Context: an optimization exercise on an open-source flow, tuned for small area. The choices shown serve that exercise and are no tape-out recipe. Function was checked by simulation only, so behaviour that the tests miss may differ from the original. The clock input has no modelled driver; a real chip could not lean on it and would need a root buffer or a full tree. Power figures rest on the tool's default switching activity, not on a simulated workload.

==> flow/design.v <==
`resetall
`default_nettype none
module UART_TOP #(parameter DATA_WIDTH = 8, ACC_SIZE = 32, FCW = 9895605
    )
    (   output      logic                       data_rdy_o, data_err_o, serial_o, busy_o,
        output      logic   [DATA_WIDTH-1:0]    rcvr_data_o,
        input  wire logic                       serial_i, start_tx_i, clk_i, rst_i, data_rdy_clr_i, data_err_clr_i,
        input  wire logic   [DATA_WIDTH-1:0]    xmit_data_i
    );
    localparam logic [ACC_SIZE-1:0] FCW_V = FCW;
    logic [ACC_SIZE:0]   acc;
    logic [ACC_SIZE:0]   acc_c;
    logic [ACC_SIZE-1:0] acc_s;
    logic                baud, baud_q;
    always_comb begin
        acc_c[0] = 1'b0;
        for (int i = 0; i < ACC_SIZE; i++) begin
            acc_s[i]   = acc[i] ^ FCW_V[i] ^ acc_c[i];
            acc_c[i+1] = FCW_V[i] ? (acc[i] | acc_c[i]) : (acc[i] & acc_c[i]);
        end
    end
    always_ff @(posedge clk_i) begin
        if (rst_i) begin
            acc    <= '0;
            baud   <= 1'b0;
            baud_q <= 1'b0;
        end else begin
            acc    <= {acc_c[ACC_SIZE], acc_s};
            baud   <= baud ^ acc[ACC_SIZE];
            baud_q <= baud;
        end
    end
    wire baud_fedg = baud_q & ~baud;
    wire baud_redg = ~baud_q & baud;
    localparam logic [5:0] DB_START = 6'd13,
                           DB_DONE  = 6'd45;
    logic       s0, s1, s2, ser;
    logic [5:0] dcnt;
    always_ff @(posedge clk_i) begin
        s0 <= serial_i;
        s1 <= s0;
    end
    always_ff @(posedge clk_i) begin
        if (rst_i) begin
            s2   <= 1'b0;
            dcnt <= DB_START;
            ser  <= 1'b1;
        end else begin
            s2 <= s1;
            if (s1 ^ s2)              dcnt <= DB_START;
            else if (dcnt == DB_DONE) ser  <= s2;
            else                      dcnt <= {dcnt[4:0], ~(dcnt[5] ^ dcnt[0])};
        end
    end
    localparam logic [3:0] R_A0   = 4'd0,
                           R_A1   = 4'd1,
                           R_A2   = 4'd3,
                           R_A3   = 4'd2,
                           R_A4   = 4'd6,
                           R_A5   = 4'd7,
                           R_A6   = 4'd5,
                           R_A7   = 4'd4,
                           R_A8   = 4'd12,
                           R_A9   = 4'd13,
                           R_IDLE = 4'd8,
                           R_POST = 4'd9,
                           R_ERR  = 4'd10,
                           R_EOM  = 4'd11,
                           R_EOME = 4'd14;
    logic [3:0]            rs, rs_n;
    logic [DATA_WIDTH-1:0] rsh;
    always_comb begin
        rs_n = rs;
        case (rs)
            R_IDLE, R_POST: rs_n = (!baud && !ser) ? R_A0 : R_IDLE;
            R_A0: if (baud_fedg) rs_n = R_A1;
            R_A1: if (baud_fedg) rs_n = R_A2;
            R_A2: if (baud_fedg) rs_n = R_A3;
            R_A3: if (baud_fedg) rs_n = R_A4;
            R_A4: if (baud_fedg) rs_n = R_A5;
            R_A5: if (baud_fedg) rs_n = R_A6;
            R_A6: if (baud_fedg) rs_n = R_A7;
            R_A7: if (baud_fedg) rs_n = R_A8;
            R_A8: if (baud_fedg) rs_n = ser ? R_A9 : R_ERR;
            R_A9: if (baud)      rs_n = ser ? R_EOM : R_ERR;
            R_ERR:               rs_n = R_EOME;
            R_EOM, R_EOME:       rs_n = R_POST;
            default:             rs_n = R_EOM;
        endcase
    end
    always_ff @(posedge clk_i) begin
        if (rst_i) rs <= R_IDLE;
        else       rs <= rs_n;
    end
    wire rx_shift = baud_fedg && !rs[3];    
    always_ff @(posedge clk_i) begin
        if (rx_shift) rsh <= {ser, rsh[DATA_WIDTH-1:1]};
    end
    always_ff @(posedge clk_i) begin
        if (rst_i) begin
            data_rdy_o  <= 1'b0;
            rcvr_data_o <= '0;
            data_err_o  <= 1'b0;
        end else begin
            if (rs == R_POST) begin
                data_rdy_o  <= 1'b1;
                rcvr_data_o <= rsh;
            end else if (data_rdy_clr_i) begin
                data_rdy_o  <= 1'b0;
            end
            if (rs == R_EOME)        data_err_o <= 1'b1;
            else if (data_err_clr_i) data_err_o <= 1'b0;
        end
    end
    localparam logic [3:0] T_IDLE  = 4'b0000,
                           T_START = 4'b0001,
                           T_SB1   = 4'b0010,    
                           T_SB    = 4'b0011,    
                           T_P1    = 4'b0100,    
                           T_P2    = 4'b0101,    
                           T_END   = 4'b0110,
                           T_D0    = 4'b1000,
                           T_D7    = 4'b1111;
    logic [3:0]            ts, ts_n;
    logic [DATA_WIDTH-1:0] tdat;
    logic                  start_tx;
    always_comb begin
        ts_n = ts;
        case (ts)
            T_IDLE:      if (start_tx) ts_n = T_START;
            T_START:     ts_n = T_SB1;
            T_SB1:       ts_n = baud_redg ? T_D0 : T_SB;
            T_SB:        if (baud_redg) ts_n = T_D0;
            T_D7:        if (baud_redg) ts_n = T_P1;
            T_P1:        if (baud_redg) ts_n = T_P2;
            T_P2:        if (baud_redg) ts_n = T_END;
            T_END:       ts_n = T_IDLE;
            default:     if (baud_redg) ts_n = ts + 4'd1;    
        endcase
    end
    always_ff @(posedge clk_i) begin
        if (rst_i) begin
            ts       <= T_IDLE;
            start_tx <= 1'b0;
        end else begin
            ts <= ts_n;
            if (start_tx_i)       start_tx <= 1'b1;
            else if (ts == T_SB1) start_tx <= 1'b0;
        end
    end
    always_ff @(posedge clk_i) begin
        if (ts == T_START) tdat <= xmit_data_i;
    end
    assign busy_o   = (ts != T_IDLE) && (ts != T_START);
    assign serial_o = ts[3] ? tdat[ts[2:0]] : !((ts == T_SB1) || (ts == T_SB));
endmodule
export LEC_CHECK = 0
export CAP_MARGIN = 20
export CORE_MARGIN = 2
export CORE_UTILIZATION = 70
export SLEW_MARGIN = 20
create_clock -name core_clock -period 10.0 [get_ports {clk_i}]
standard.sh (not shown) runs the stock make flow with config.mk's settings and CLKGATE_MAP_FILE= SYNTH_SCRIPT=/design/flow/synth_recipe.tcl, a recipe that flattens the netlist after the stock synthesis.
==> flow/flow/run.sh <==
#!/bin/bash
# Standard ORFS layout (the standard.sh) with four changes:
#  - ABC maps for area (flow/abc_area.script) instead of ORFS's delay script,
#    and Yosys does not pre-map half/full adders (ADDER_MAP_FILE empty);
#  - ports are buffered with the smallest buffer, buf_1;
#  - the clock tree is four clkbuf_16, each driving a quarter of the
#    flip-flops, built by flow/cts_tree.tcl in place of TritonCTS.
# Each tool's full output is kept: make's in flow_make.log, ORFS's per-step
# logs under orfs/logs/.
set -euo pipefail
W=$PWD
rm -rf "$W/scripts_mod"
cp -r "$FLOW_HOME/scripts" "$W/scripts_mod"
cp "$W/flow/abc_area.script" "$W/scripts_mod/abc_speed.script"
export SCRIPTS_DIR="$W/scripts_mod"
export ADDER_MAP_FILE=
export PRE_CTS_TCL="$W/flow/cts_tree.tcl"
export BUFFER_PORTS_ARGS="-buffer_cell sky130_fd_sc_hd__buf_1"
bash "$W/standard.sh" > "$W/flow_make.log" 2>&1
==> flow/flow/cts_tree.tcl <==
# Clock tree built before ORFS's CTS step (sourced as PRE_CTS_TCL).
# The flip-flops are split into four groups by position (k-means); each group
# gets one clkbuf_16 at its centre, driven straight from the clock port, so
# the port feeds four buffer inputs.  TritonCTS is then skipped; the rest of
# the CTS step (legalisation, timing repair) runs as usual.
set nclusters 4
set buf_master_name sky130_fd_sc_hd__clkbuf_16

set db [ord::get_db]
set block [ord::get_db_block]
set clknet [$block findNet clk_i]
if { $clknet == "NULL" } { error "clock net not found" }

set sinks {}
foreach it [$clknet getITerms] {
  set inst [$it getInst]
  set bb [$inst getBBox]
  set x [expr { ([$bb xMin] + [$bb xMax]) / 2.0 }]
  set y [expr { ([$bb yMin] + [$bb yMax]) / 2.0 }]
  lappend sinks [list $it $x $y]
}
set n [llength $sinks]
puts "custom clock tree: $n sinks, $nclusters buffers"

# initial centres: sinks sorted by angle around the centroid, split evenly
set cx 0.0; set cy 0.0
foreach s $sinks { set cx [expr {$cx + [lindex $s 1]}]; set cy [expr {$cy + [lindex $s 2]}] }
set cx [expr {$cx / $n}]; set cy [expr {$cy / $n}]
set ang {}
foreach s $sinks { lappend ang [list [expr {atan2([lindex $s 2] - $cy, [lindex $s 1] - $cx)}] $s] }
set ang [lsort -real -index 0 $ang]
set centres {}
for {set k 0} {$k < $nclusters} {incr k} {
  set lo [expr {$k * $n / $nclusters}]; set hi [expr {($k + 1) * $n / $nclusters}]
  set sx 0.0; set sy 0.0
  for {set i $lo} {$i < $hi} {incr i} {
    set s [lindex [lindex $ang $i] 1]
    set sx [expr {$sx + [lindex $s 1]}]; set sy [expr {$sy + [lindex $s 2]}]
  }
  lappend centres [list [expr {$sx / ($hi - $lo)}] [expr {$sy / ($hi - $lo)}]]
}
# Lloyd iterations with a cap on cluster size (balanced loads)
set cap [expr {int(ceil(double($n) / $nclusters)) + 2}]
for {set iter 0} {$iter < 30} {incr iter} {
  # assign: sinks in order of their best-distance, each to the nearest centre with room
  set cand {}
  foreach s $sinks {
    set ds {}
    for {set k 0} {$k < $nclusters} {incr k} {
      set c [lindex $centres $k]
      lappend ds [list [expr {abs([lindex $s 1] - [lindex $c 0]) + abs([lindex $s 2] - [lindex $c 1])}] $k]
    }
    set ds [lsort -real -index 0 $ds]
    lappend cand [list [lindex [lindex $ds 0] 0] $s $ds]
  }
  set cand [lsort -real -index 0 $cand]
  set count {}
  for {set k 0} {$k < $nclusters} {incr k} { lappend count 0 }
  set assign {}
  foreach c $cand {
    foreach d [lindex $c 2] {
      set k [lindex $d 1]
      if { [lindex $count $k] < $cap } {
        lset count $k [expr {[lindex $count $k] + 1}]
        lappend assign [list $k [lindex $c 1]]
        break
      }
    }
  }
  set newc {}
  for {set k 0} {$k < $nclusters} {incr k} {
    set sx 0.0; set sy 0.0; set m 0
    foreach a $assign {
      if { [lindex $a 0] == $k } {
        set s [lindex $a 1]
        set sx [expr {$sx + [lindex $s 1]}]; set sy [expr {$sy + [lindex $s 2]}]; incr m
      }
    }
    if { $m > 0 } { lappend newc [list [expr {$sx / $m}] [expr {$sy / $m}]] } else { lappend newc [lindex $centres $k] }
  }
  set centres $newc
}

set master [$db findMaster $buf_master_name]
for {set k 0} {$k < $nclusters} {incr k} {
  set c [lindex $centres $k]
  set inst [odb::dbInst_create $block $master "clkbuf_leaf_$k"]
  set w [[$inst getMaster] getWidth]; set h [[$inst getMaster] getHeight]
  $inst setLocation [expr {int([lindex $c 0] - $w / 2)}] [expr {int([lindex $c 1] - $h / 2)}]
  $inst setPlacementStatus PLACED
  set net [odb::dbNet_create $block "clknet_leaf_$k"]
  $net setSigType CLOCK
  [$inst findITerm A] connect $clknet
  [$inst findITerm X] connect $net
  set m 0
  foreach a $assign {
    if { [lindex $a 0] == $k } {
      set it [lindex [lindex $a 1] 0]
      $it disconnect
      $it connect $net
      incr m
    }
  }
  puts "clkbuf_leaf_$k at [lindex $c 0] [lindex $c 1] drives $m sinks"
}

set_propagated_clock [all_clocks]
# TritonCTS has nothing left to do
proc clock_tree_synthesis { args } { puts "clock_tree_synthesis skipped: custom tree built in PRE_CTS_TCL" }
Other scripts of this flow, unchanged in this note and not shown: flow/flow/abc_area.script
Change:
--- a/flow/flow/run.sh
+++ b/flow/flow/run.sh
@@ -4,5 +4,5 @@
 #    and Yosys does not pre-map half/full adders (ADDER_MAP_FILE empty);
 #  - ports are buffered with the smallest buffer, buf_1;
-#  - the clock tree is four clkbuf_16, each driving a quarter of the
+#  - the clock tree is four clkbuf_8, each driving a quarter of the
 #    flip-flops, built by flow/cts_tree.tcl in place of TritonCTS.
 # Each tool's full output is kept: make's in flow_make.log, ORFS's per-step
--- a/flow/flow/cts_tree.tcl
+++ b/flow/flow/cts_tree.tcl
@@ -1,9 +1,9 @@
 # Clock tree built before ORFS's CTS step (sourced as PRE_CTS_TCL).
 # The flip-flops are split into four groups by position (k-means); each group
-# gets one clkbuf_16 at its centre, driven straight from the clock port, so
+# gets one clkbuf_8 at its centre, driven straight from the clock port, so
 # the port feeds four buffer inputs.  TritonCTS is then skipped; the rest of
 # the CTS step (legalisation, timing repair) runs as usual.
 set nclusters 4
-set buf_master_name sky130_fd_sc_hd__clkbuf_16
+set buf_master_name sky130_fd_sc_hd__clkbuf_8
 
 set db [ord::get_db]
@@ -40,6 +40,6 @@
   lappend centres [list [expr {$sx / ($hi - $lo)}] [expr {$sy / ($hi - $lo)}]]
 }
-# Lloyd iterations with a cap on cluster size (balanced loads)
-set cap [expr {int(ceil(double($n) / $nclusters)) + 2}]
+# Lloyd iterations with equal cluster sizes (balanced loads)
+set cap [expr {int(ceil(double($n) / $nclusters))}]
 for {set iter 0} {$iter < 30} {incr iter} {
   # assign: sinks in order of their best-distance, each to the nearest centre with room
After rerunning: Fmax increases by 0.73%. Total power decreases by 5.9%. Synthesized area is unchanged. Synthesized cell count does not change.
Change:
--- a/flow/flow/cts_tree.tcl
+++ b/flow/flow/cts_tree.tcl
@@ -40,6 +40,6 @@
   lappend centres [list [expr {$sx / ($hi - $lo)}] [expr {$sy / ($hi - $lo)}]]
 }
-# Lloyd iterations with equal cluster sizes (balanced loads)
-set cap [expr {int(ceil(double($n) / $nclusters))}]
+# Lloyd iterations with a cap on cluster size (balanced loads)
+set cap [expr {int(ceil(double($n) / $nclusters)) + 2}]
 for {set iter 0} {$iter < 30} {incr iter} {
   # assign: sinks in order of their best-distance, each to the nearest centre with room
- CORE_UTILIZATION: 70 -> 85
Effect:
- This time the run did not get past global placement without I/O (3_1_place_gp_skip_io)
- area after synthesis is unchanged
- synthesized cell count stays the same
Change:
- CORE_UTILIZATION: 85 -> 70
The new run finished with timing, DRC and antenna clean.
Synthesized area is unchanged.
Synthesized cell count stays the same.
The clock cells of the first, second and fourth runs of this note come from the design's own scripts or RTL, not from TritonCTS.

[afterwards: timing with drivers on the ports]
No port has a modelled driver above. Below, the same layouts with a new extraction and two added sets of constraints. Step 1 assumes that a clkbuf_16 drives the clock port and a buf_2 every other input. Step 2, shift: input delay + t, output delay - t, t = (earliest + latest rising clock arrival at the registers) / 2. This alone moves slack from input paths to output paths. Slacks: ideal / step 1 / step 2; pairs: ideal / step 1.
run	t (ns)	setup slack, ns	worst setup path at the end	slew at the worst register clock pin (ns)	cell pins on the clock port's net
the first run	0.212	4.838 / 4.838 / 4.838	register to register	0.08 / 0.08	4
the second run	0.221	4.875 / 4.875 / 4.875	register to register	0.11 / 0.11	4
the fourth run	0.220	4.866 / 4.866 / 4.866	register to register	0.12 / 0.12	4
After both steps setup and hold are still met in every run listed.
